This is an optimization exercise on Yosys and OpenROAD, whose aim is small area, not a production implementation.
In this exercise RTL edits were held to simulation tests only and were not proved equivalent to the original.
No activity file was given, so power comes from the tool's default toggle rates.

--- design/flow/config.mk ---
export PLATFORM = sky130hd
export DESIGN_NAME = ReConf_FirFilter
export DESIGN_NICKNAME = ReConf_FirFilter
export VERILOG_FILES = /design/flow/design.v
export SDC_FILE = /design/flow/constraint.sdc
export NUM_CORES = 4
export LEC_CHECK = 0
export CAP_MARGIN = 30
export CORE_MARGIN = 2
export CORE_UTILIZATION = 40
export SLEW_MARGIN = 40
--- design/flow/constraint.sdc ---
create_clock -name core_clock -period 12.0 [get_ports {iClk12M}]
set_input_delay 2.4000 -clock core_clock [delete_from_list [all_inputs] [get_ports {iClk12M}]]
set_output_delay 2.4000 -clock core_clock [all_outputs]
set_load 0.01 [all_outputs]
--- design/flow/design.v ---
module Controller (
    input               iClk12M,         
    input               iRsn,            
    input               iEnSample600k,   
    input               iCoeffUpdateFlag, 
    input       [5:0]   iNumOfCoeff,     
    input       [5:0]   iAddrRam,        
    output reg  [3:0]   oCsnRam,         
    output reg  [3:0]   oWrnRam,         
    output reg  [15:0]  oAddrRam,        
    output reg          oEnDelay,        
    output reg  [3:0]   oEnMul,          
    output reg  [3:0]   oEnAdd,          
    output reg  [3:0]   oEnAcc           
);
    parameter IDLE         = 2'b00;       
    parameter COEFF_UPDATE = 2'b01;       
    parameter FILTER_OP    = 2'b10;       
    reg [1:0] current_state, next_state;  
    reg [5:0] rCoeffCnt;                 
    reg [5:0] rSampleCnt;                
    always @(posedge iClk12M or negedge iRsn) begin
        if (!iRsn)
            current_state <= IDLE;
        else
            current_state <= next_state;
    end
    always @(*) begin
        case (current_state)
            IDLE: begin
                next_state = iCoeffUpdateFlag ? COEFF_UPDATE : FILTER_OP;
            end
            COEFF_UPDATE: begin
                next_state = (rCoeffCnt >= iNumOfCoeff) ? FILTER_OP : COEFF_UPDATE;
            end
            FILTER_OP: begin
                next_state = iCoeffUpdateFlag ? COEFF_UPDATE : FILTER_OP;
            end
            default: next_state = IDLE;
        endcase
    end
    always @(posedge iClk12M or negedge iRsn) begin
        if (!iRsn)
            rCoeffCnt <= 6'h0;
        else if (current_state == COEFF_UPDATE)
            rCoeffCnt <= (rCoeffCnt >= iNumOfCoeff) ? 6'h0 : rCoeffCnt + 1'b1;
        else
            rCoeffCnt <= 6'h0;
    end
    always @(posedge iClk12M or negedge iRsn) begin
        if (!iRsn) begin
            oCsnRam <= 4'hF;
            oWrnRam <= 4'hF;
            oAddrRam <= 16'h0;
            oEnDelay <= 1'b0;
            oEnMul <= 4'h0;
            oEnAdd <= 4'h0;
            oEnAcc <= 4'h0;
        end
        else begin
            case (current_state)
                COEFF_UPDATE: begin
                    oCsnRam <= 4'h0;      
                    oWrnRam <= 4'h0;      
                    oAddrRam <= {4{iAddrRam[3:0]}};   
                    oEnDelay <= 1'b0;     
                    oEnMul <= 4'h0;       
                    oEnAdd <= 4'h0;
                    oEnAcc <= 4'h0;
                end
                FILTER_OP: begin
                    oCsnRam <= 4'h0;      
                    oWrnRam <= 4'hF;      
                    oAddrRam <= {4{rCoeffCnt[3:0]}};
                    oEnDelay <= iEnSample600k;
                    oEnMul <= {4{iEnSample600k}};
                    oEnAdd <= {4{iEnSample600k}};
                    oEnAcc <= {4{iEnSample600k}};
                end
                default: begin
                    oCsnRam <= 4'hF;
                    oWrnRam <= 4'hF;
                    oAddrRam <= 16'h0;
                    oEnDelay <= 1'b0;
                    oEnMul <= 4'h0;
                    oEnAdd <= 4'h0;
                    oEnAcc <= 4'h0;
                end
            endcase
        end
    end
endmodule
module SpSram10x16 (
    input               iClk,            
    input               iRsn,            
    input               iCsn,            
    input               iWrn,            
    input       [3:0]   iAddr,           
    input      [15:0]   iWrDt,           
    output reg [15:0]   oRdDt,           
    output reg [159:0]  oCoeff           
);
    reg [15:0] rMem [0:9];
    integer i;
    always @(posedge iClk) begin
        if (!iCsn && !iWrn && iAddr < 4'd10)
            rMem[iAddr] <= iWrDt;
    end
    always @(posedge iClk or negedge iRsn) begin
        if (!iRsn) begin
            oRdDt <= 16'h0;
            oCoeff <= 160'h0;
        end
        else if (!iCsn && iWrn) begin
            if (iAddr < 4'd10) begin
                oRdDt <= rMem[iAddr];
            end
            oCoeff <= {rMem[9], rMem[8], rMem[7], rMem[6], rMem[5],
                      rMem[4], rMem[3], rMem[2], rMem[1], rMem[0]};
        end
    end
endmodule
module DelayChain (
    input               iClk,            
    input               iRsn,            
    input               iEnDelay,        
    input               iEnSample600k,   
    input       [2:0]   iFirIn,          
    output      [29:0]  oDelay1_10,      
    output      [29:0]  oDelay11_20,     
    output      [29:0]  oDelay21_30,     
    output      [29:0]  oDelay31_40      
);
    reg [2:0] rShiftReg [0:39];  
    integer i;
    always @(posedge iClk or negedge iRsn) begin
        if (!iRsn) begin
            for (i = 0; i < 40; i = i + 1)
                rShiftReg[i] <= 3'b0;
        end
        else if (iEnDelay && iEnSample600k) begin   
            rShiftReg[0] <= iFirIn;
            for (i = 1; i < 40; i = i + 1)
                rShiftReg[i] <= rShiftReg[i-1];
        end
    end
    assign oDelay1_10   = {rShiftReg[9],  rShiftReg[8],  rShiftReg[7],  rShiftReg[6],  rShiftReg[5],
                          rShiftReg[4],  rShiftReg[3],  rShiftReg[2],  rShiftReg[1],  rShiftReg[0]};
    assign oDelay11_20  = {rShiftReg[19], rShiftReg[18], rShiftReg[17], rShiftReg[16], rShiftReg[15],
                          rShiftReg[14], rShiftReg[13], rShiftReg[12], rShiftReg[11], rShiftReg[10]};
    assign oDelay21_30  = {rShiftReg[29], rShiftReg[28], rShiftReg[27], rShiftReg[26], rShiftReg[25],
                          rShiftReg[24], rShiftReg[23], rShiftReg[22], rShiftReg[21], rShiftReg[20]};
    assign oDelay31_40  = {rShiftReg[39], rShiftReg[38], rShiftReg[37], rShiftReg[36], rShiftReg[35],
                          rShiftReg[34], rShiftReg[33], rShiftReg[32], rShiftReg[31], rShiftReg[30]};
endmodule
module MacUnit (
    input               iEnMul,          
    input               iEnAdd,          
    input               iEnAcc,          
    input      [29:0]   iDelay,          
    input      [159:0]  iCoeff,          
    output     [15:0]   oMacResult       
);
    wire [15:0] wMulResult [0:9];        
    wire [15:0] wAddResult;              
    reg  [15:0] rMacResult;              
    wire [2:0] wDelay [0:9];
    wire [15:0] wCoeff [0:9];
    generate
        genvar j;
        for (j = 0; j < 10; j = j + 1) begin : signal_split
            assign wDelay[j] = iDelay[29-j*3 -: 3];
            assign wCoeff[j] = iCoeff[159-j*16 -: 16];
        end
    endgenerate
    generate
        genvar k;
        for (k = 0; k < 10; k = k + 1) begin : mul_stage
            assign wMulResult[k] = {{13{wDelay[k][2]}}, wDelay[k]} * wCoeff[k];
        end
    endgenerate
    assign wAddResult = wMulResult[0] + wMulResult[1] + wMulResult[2] + 
                       wMulResult[3] + wMulResult[4] + wMulResult[5] + 
                       wMulResult[6] + wMulResult[7] + wMulResult[8] + 
                       wMulResult[9];
    assign oMacResult = (iEnMul && iEnAdd && iEnAcc) ? wAddResult : 16'h0;
endmodule
module FinalSum (
    input               iClk,
    input               iRsn,
    input               iEnDelay,        
    input               iEnSample600k,   
    input      [15:0]   iMac1,
    input      [15:0]   iMac2,
    input      [15:0]   iMac3,
    input      [15:0]   iMac4,
    output reg [15:0]   oFirOut
);
    reg [17:0] sum_stage1_a, sum_stage1_b;
    reg [18:0] final_sum;
    always @(posedge iClk or negedge iRsn) begin
        if (!iRsn) begin
            sum_stage1_a <= 18'h0;
            sum_stage1_b <= 18'h0;
        end else if (iEnDelay && iEnSample600k) begin   
            sum_stage1_a <= {iMac1[15], iMac1[15:0]} + {iMac2[15], iMac2[15:0]};
            sum_stage1_b <= {iMac3[15], iMac3[15:0]} + {iMac4[15], iMac4[15:0]};
        end
    end
    always @(posedge iClk or negedge iRsn) begin
        if (!iRsn) begin
            oFirOut <= 16'h0;
        end else begin
            final_sum = {sum_stage1_a[17], sum_stage1_a} + {sum_stage1_b[17], sum_stage1_b};
            if (final_sum[18] && !final_sum[17])
                oFirOut <= 16'h8000;   
            else if (!final_sum[18] && final_sum[17])
                oFirOut <= 16'h7FFF;   
            else
                oFirOut <= final_sum[16:1];   
        end
    end
endmodule
module ReConf_FirFilter (
    input               iClk12M,          
    input               iRsn,             
    input               iEnSample600k,    
    input               iCoeffUpdateFlag,  
    input       [2:0]   iFirIn,           
    input       [5:0]   iNumOfCoeff,      
    input       [5:0]   iAddrRam,         
    input      [15:0]   iWrDtRam,         
    output     [15:0]   oFirOut           
);
    wire [3:0]  wCsnRam;                  
    wire [3:0]  wWrnRam;                  
    wire [15:0] wAddrRam;                 
    wire [15:0] wRdDtRam [0:3];           
    wire [159:0] wCoeff [0:3];            
    wire [3:0]  wEnMul;                   
    wire [3:0]  wEnAdd;                   
    wire [3:0]  wEnAcc;                   
    wire        wEnDelay;                 
    wire [29:0] wDelay1_10;               
    wire [29:0] wDelay11_20;              
    wire [29:0] wDelay21_30;              
    wire [29:0] wDelay31_40;              
    wire [15:0] wMac1;                    
    wire [15:0] wMac2;                    
    wire [15:0] wMac3;                    
    wire [15:0] wMac4;                    
    Controller controller_inst (
        .iClk12M(iClk12M),
        .iRsn(iRsn),
        .iEnSample600k(iEnSample600k),
        .iCoeffUpdateFlag(iCoeffUpdateFlag),
        .iNumOfCoeff(iNumOfCoeff),
        .iAddrRam(iAddrRam),
        .oCsnRam(wCsnRam),
        .oWrnRam(wWrnRam),
        .oAddrRam(wAddrRam),
        .oEnDelay(wEnDelay),
        .oEnMul(wEnMul),
        .oEnAdd(wEnAdd),
        .oEnAcc(wEnAcc)
    );
    generate
        genvar i;
        for (i = 0; i < 4; i = i + 1) begin : ram_inst
            SpSram10x16 ram (
                .iClk(iClk12M),
                .iRsn(iRsn),
                .iCsn(wCsnRam[i]),
                .iWrn(wWrnRam[i]),
                .iAddr(wAddrRam[4*i+3 : 4*i]),
                .iWrDt(iWrDtRam),
                .oRdDt(wRdDtRam[i]),
                .oCoeff(wCoeff[i])         
            );
        end
    endgenerate
    DelayChain delay_chain_inst (
        .iClk(iClk12M),
        .iRsn(iRsn),
        .iEnDelay(wEnDelay),
        .iEnSample600k(iEnSample600k),   
        .iFirIn(iFirIn),
        .oDelay1_10(wDelay1_10),
        .oDelay11_20(wDelay11_20),
        .oDelay21_30(wDelay21_30),
        .oDelay31_40(wDelay31_40)
    );
    MacUnit mac1_inst (
        .iEnMul(wEnMul[0]),
        .iEnAdd(wEnAdd[0]),
        .iEnAcc(wEnAcc[0]),
        .iDelay(wDelay1_10),
        .iCoeff(wCoeff[0]),
        .oMacResult(wMac1)
    );
    MacUnit mac2_inst (
        .iEnMul(wEnMul[1]),
        .iEnAdd(wEnAdd[1]),
        .iEnAcc(wEnAcc[1]),
        .iDelay(wDelay11_20),
        .iCoeff(wCoeff[1]),
        .oMacResult(wMac2)
    );
    MacUnit mac3_inst (
        .iEnMul(wEnMul[2]),
        .iEnAdd(wEnAdd[2]),
        .iEnAcc(wEnAcc[2]),
        .iDelay(wDelay21_30),
        .iCoeff(wCoeff[2]),
        .oMacResult(wMac3)
    );
    MacUnit mac4_inst (
        .iEnMul(wEnMul[3]),
        .iEnAdd(wEnAdd[3]),
        .iEnAcc(wEnAcc[3]),
        .iDelay(wDelay31_40),
        .iCoeff(wCoeff[3]),
        .oMacResult(wMac4)
    );
    FinalSum final_sum_inst (
        .iClk(iClk12M),
        .iRsn(iRsn),
        .iEnDelay(wEnDelay),     
        .iEnSample600k(iEnSample600k),   
        .iMac1(wMac1),
        .iMac2(wMac2),
        .iMac3(wMac3),
        .iMac4(wMac4),
        .oFirOut(oFirOut)
    );
endmodule
--- design/flow/run.sh ---
#!/bin/bash
# synth_recipe.tcl (not shown) runs the flow's synth.tcl, then flattens the netlist and writes it again
# the make line also repeats each setting of config.mk as NAME=value (left out here)
make -C /OpenROAD-flow-scripts/flow DESIGN_CONFIG=/design/flow/config.mk WORK_HOME=/design/flow/orfs CLKGATE_MAP_FILE= SYNTH_SCRIPT=/design/flow/synth_recipe.tcl finish
==> qor.csv <==
metric;value;unit
outcome;timing/DRC/antenna clean;
pwr-share-clk;0.132;
crit_top_cell;fa_1;
yosysSeqAreaShare;0.180;
slowest_stage;clkinv_1;
synth_cell_types;70;
grt_pass1_wl;374000;µm
cts_buffer_depth;3;
grt_use_total;0.273;
crit_path_end_kind;register;
ys_warn_count;7;
cts_tree;yes;
synthTopCellsByArea;fa_1 41%, dfrtp_1 12%, inv_1 8.5%;
post_drt_via_cell_ratio;5.14;
cpPeakStageDelay;820;ps
crit_cells;27;
antenna_found_initial;14;
finClkSkew;40.9;ps
htreeDepth;3;
wl;252000;µm
dp_cells;9720;
setup_violations;0;
postCtsSetupBuffers;0;
cts_buffers;67;
grt_pass1_vias;54500;
postCtsHoldBufs;0;
finalHoldViolations;0;
ant_nets;0;
cpLargestDelayFamily;adder cells;
drv_cap;0;
hold_ws;470;ps
start_util;0.403;
die_w;436;µm
ys_seq_elements;507;
placementRows;158;
p_int;7620;µW
grt_max_degree;109;
p_switching;8560;µW
peakVddDrop;0.539;mV
clkSlewWorstSetupHoldPaths;60;ps
synth-async-reset-ratio;0.684;
worst_pin_slew;910;ps
crit_type;register to register;
ios;51;
seq_power_share;0.226;
hold_class;register to register;
drt-pass1-iter-count;8;
cts_resized;0;
max_freq;102;MHz
sw_frac_of_total;0.529;
post-route-period-util;0.816;
grt_overflow;0;
ys.flop_type;dfrtp_1;
drive_above_1_share;0.0767;
fin_crit;9790;ps
finalMaxSlewViolations;0;
worstRegToRegCells;27;
p_per_area;202;nW/µm²
fin_util;0.432;
rsz0062_at_grt;no;
leakage;0.0383;µW
avgSynthCellArea;10.0;µm²
drc;0;
synth_edf_count;160;
final_nets;9207;
place_area;77900;µm²
io_buffers;48;
final_cells;9851;
synth.most_common_cell;inv_1;
worstPathRequired;12560;ps
slew_headroom;0.393;
fp.coreArea;186000;µm²
die_h;436;µm
netlist_top_cells_count;1,695 x inv_1, 1,547 x fa_1, 947 x nand2_1;
die_area;190000;µm²
synthToLayoutAreaGrowth;7.33;%
synth_top_cell_by_area;fa_1;
root_buffer;clkbuf_16;
synth_nets;9340;
worst-path-buf-inv;3;
setup_tns;0;ps
netlist_area;74700;µm²
gp_congestion;1.03;
p_comb_frac;0.643;
synth_top_area_share;0.414;
whs_path_depth;1;
first_iter_violations;4242;
cp_max_fo;10;
clock_sinks;507;
hpwl;205000;µm
syn_inst;7444;
final_area;80200;µm²
worstPathArrival;10350;ps
vias;50600;
clkLatencyLatePin;710;ps
routedWlPerCell;25.6;µm
cp-start-kind;register;
[routing by layer]
| layer | vias up | track usage | part of all wire |
|---|---|---|---|
| met3 | 573 | 0.0453 | 0.075 |
| met2 | 2121 | 0.432 | 0.46 |
| met1 | 26500 | 0.348 | 0.38 |
| met4 | 8 | 0.174 | 0.080 |
| li1 | 21400 | - | - |
| met5 | - | 0 | 0.00017 |
[state kept, by name (all words and copies together) (netlist names), 2 cells and up]
signal and count:
ram_inst.ram.oCoeff 160, controller_inst.oAddrRam 4, ram_inst.ram.rMem 160, final_sum_inst.oFirOut 16, final_sum_inst.sum_stage1_a 18, controller_inst.rCoeffCnt 6, delay_chain_inst.rShiftReg 120, controller_inst.current_state 2
final_sum_inst.sum_stage1_b 18
[worst paths after layout]
| path | start | end | slack [ps] |
|---|---|---|---|
| worst max-delay path | delay_chain_inst.rShiftReg[28][2]$_DFFE_PN0P_ | final_sum_inst.sum_stage1_b[15]$_DFFE_PN0P_ | 2210 |
| worst min-delay path | ram_inst[0].ram.rMem[7][9]$_DFFE_PP_ | ram_inst[3].ram.oCoeff[121]$_DFFE_PN0P_ | 470 |
| worst max register to register | delay_chain_inst.rShiftReg[28][2]$_DFFE_PN0P_ | final_sum_inst.sum_stage1_b[15]$_DFFE_PN0P_ | 2210 |
| worst min register to register | ram_inst[0].ram.rMem[7][9]$_DFFE_PP_ | ram_inst[3].ram.oCoeff[121]$_DFFE_PN0P_ | 470 |
| max in group asynchronous | iRsn | delay_chain_inst.rShiftReg[34][2]$_DFFE_PN0P_ | 8400 |
| min in group asynchronous | iRsn | final_sum_inst.oFirOut[11]$_DFF_PN0_ | 1650 |
[cell usage in the layout, fill, tap and decap left out, drive strengths merged, types with 71 or more instances in the layout]
| master | n |
|---|---|
| dfrtp | 345 |
| nor2 | 125 |
| and2 | 435 |
| inv | 1701 |
| clkbuf | 84 |
| o21ai | 74 |
| xnor2 | 272 |
| edfxtp | 160 |
| mux2 | 274 |
| nand2b | 409 |
| a21oi | 71 |
| ha | 314 |
| buf | 99 |
| fa | 1547 |
| xor2 | 75 |
| nor2b | 121 |
| nand2 | 947 |
[power by group through the flow]
stage	Combinational, µW	Sequential, µW	Clock, µW
after floorplan	7270	2430	0
after global placement	10200	3620	0
after detailed placement	10300	3630	0
after CTS	10400	3600	2180
after global routing	11400	3680	2240
final	10400	3650	2130
[area by class of cell]
class                           instances  area (µm²)
Antenna cell                            8        20.0
Clock buffer                           83        1820
Clock inverter                         38         463
Fill cell                           18000      105000
Inverter                             1703        6390
Multi-Input combinational cell       4894       53700
Sequential cell                       507       13500
Tap cell                             2480        3100
Timing Repair Buffer                  138        1230
[per-stage QoR]
step | setup WS, ps | power, µW
finish | 2210 | 16200
global placement | 2390 | 13800
CTS | 2350 | 16200
detailed placement | 2380 | 14000
global route | 1790 | 17400
floorplan | 3860 | 9690
[cells by family after synthesis]
logic type | share of synthesized area
and+or+nand+nor | 0.141
buffers and inverters | 0.103
adders and majority gates | 0.467
DFF | 0.180
xor gates and xnor gates | 0.0419
muxes | 0.0418
AOI/OAI and AO/OA | 0.0242

## port drivers added, routing unchanged
How much do the figures lean on ideal ports? The routed layout below was timed once more, with nothing changed but the port constraints. Step 1: set_driving_cell puts a clkbuf_16 on iClk12M and a buf_2 on each other input, an assumption about the parent block. Step 2 times the ports against the registers' clock, not the clock port: input delays grow and output delays shrink by t, the midpoint of the rising clock arrivals with the driver on. Three values: ideal ports, drivers, drivers and shift; two values: the first two.
t (ns): 0.774
setup slack, ns: 2.210 / 2.210 / 2.210
worst hold slack (ns): 0.470 / 0.470 / 0.470
clock arrival spread, ns: 0.041 / 0.041
slew at the worst register clock pin (ns): 0.07 / 0.07
After both steps this run still meets setup and hold. For this run, drivers alone change the setup slack by 0.000 ns; drivers and shift together by 0.000 ns.
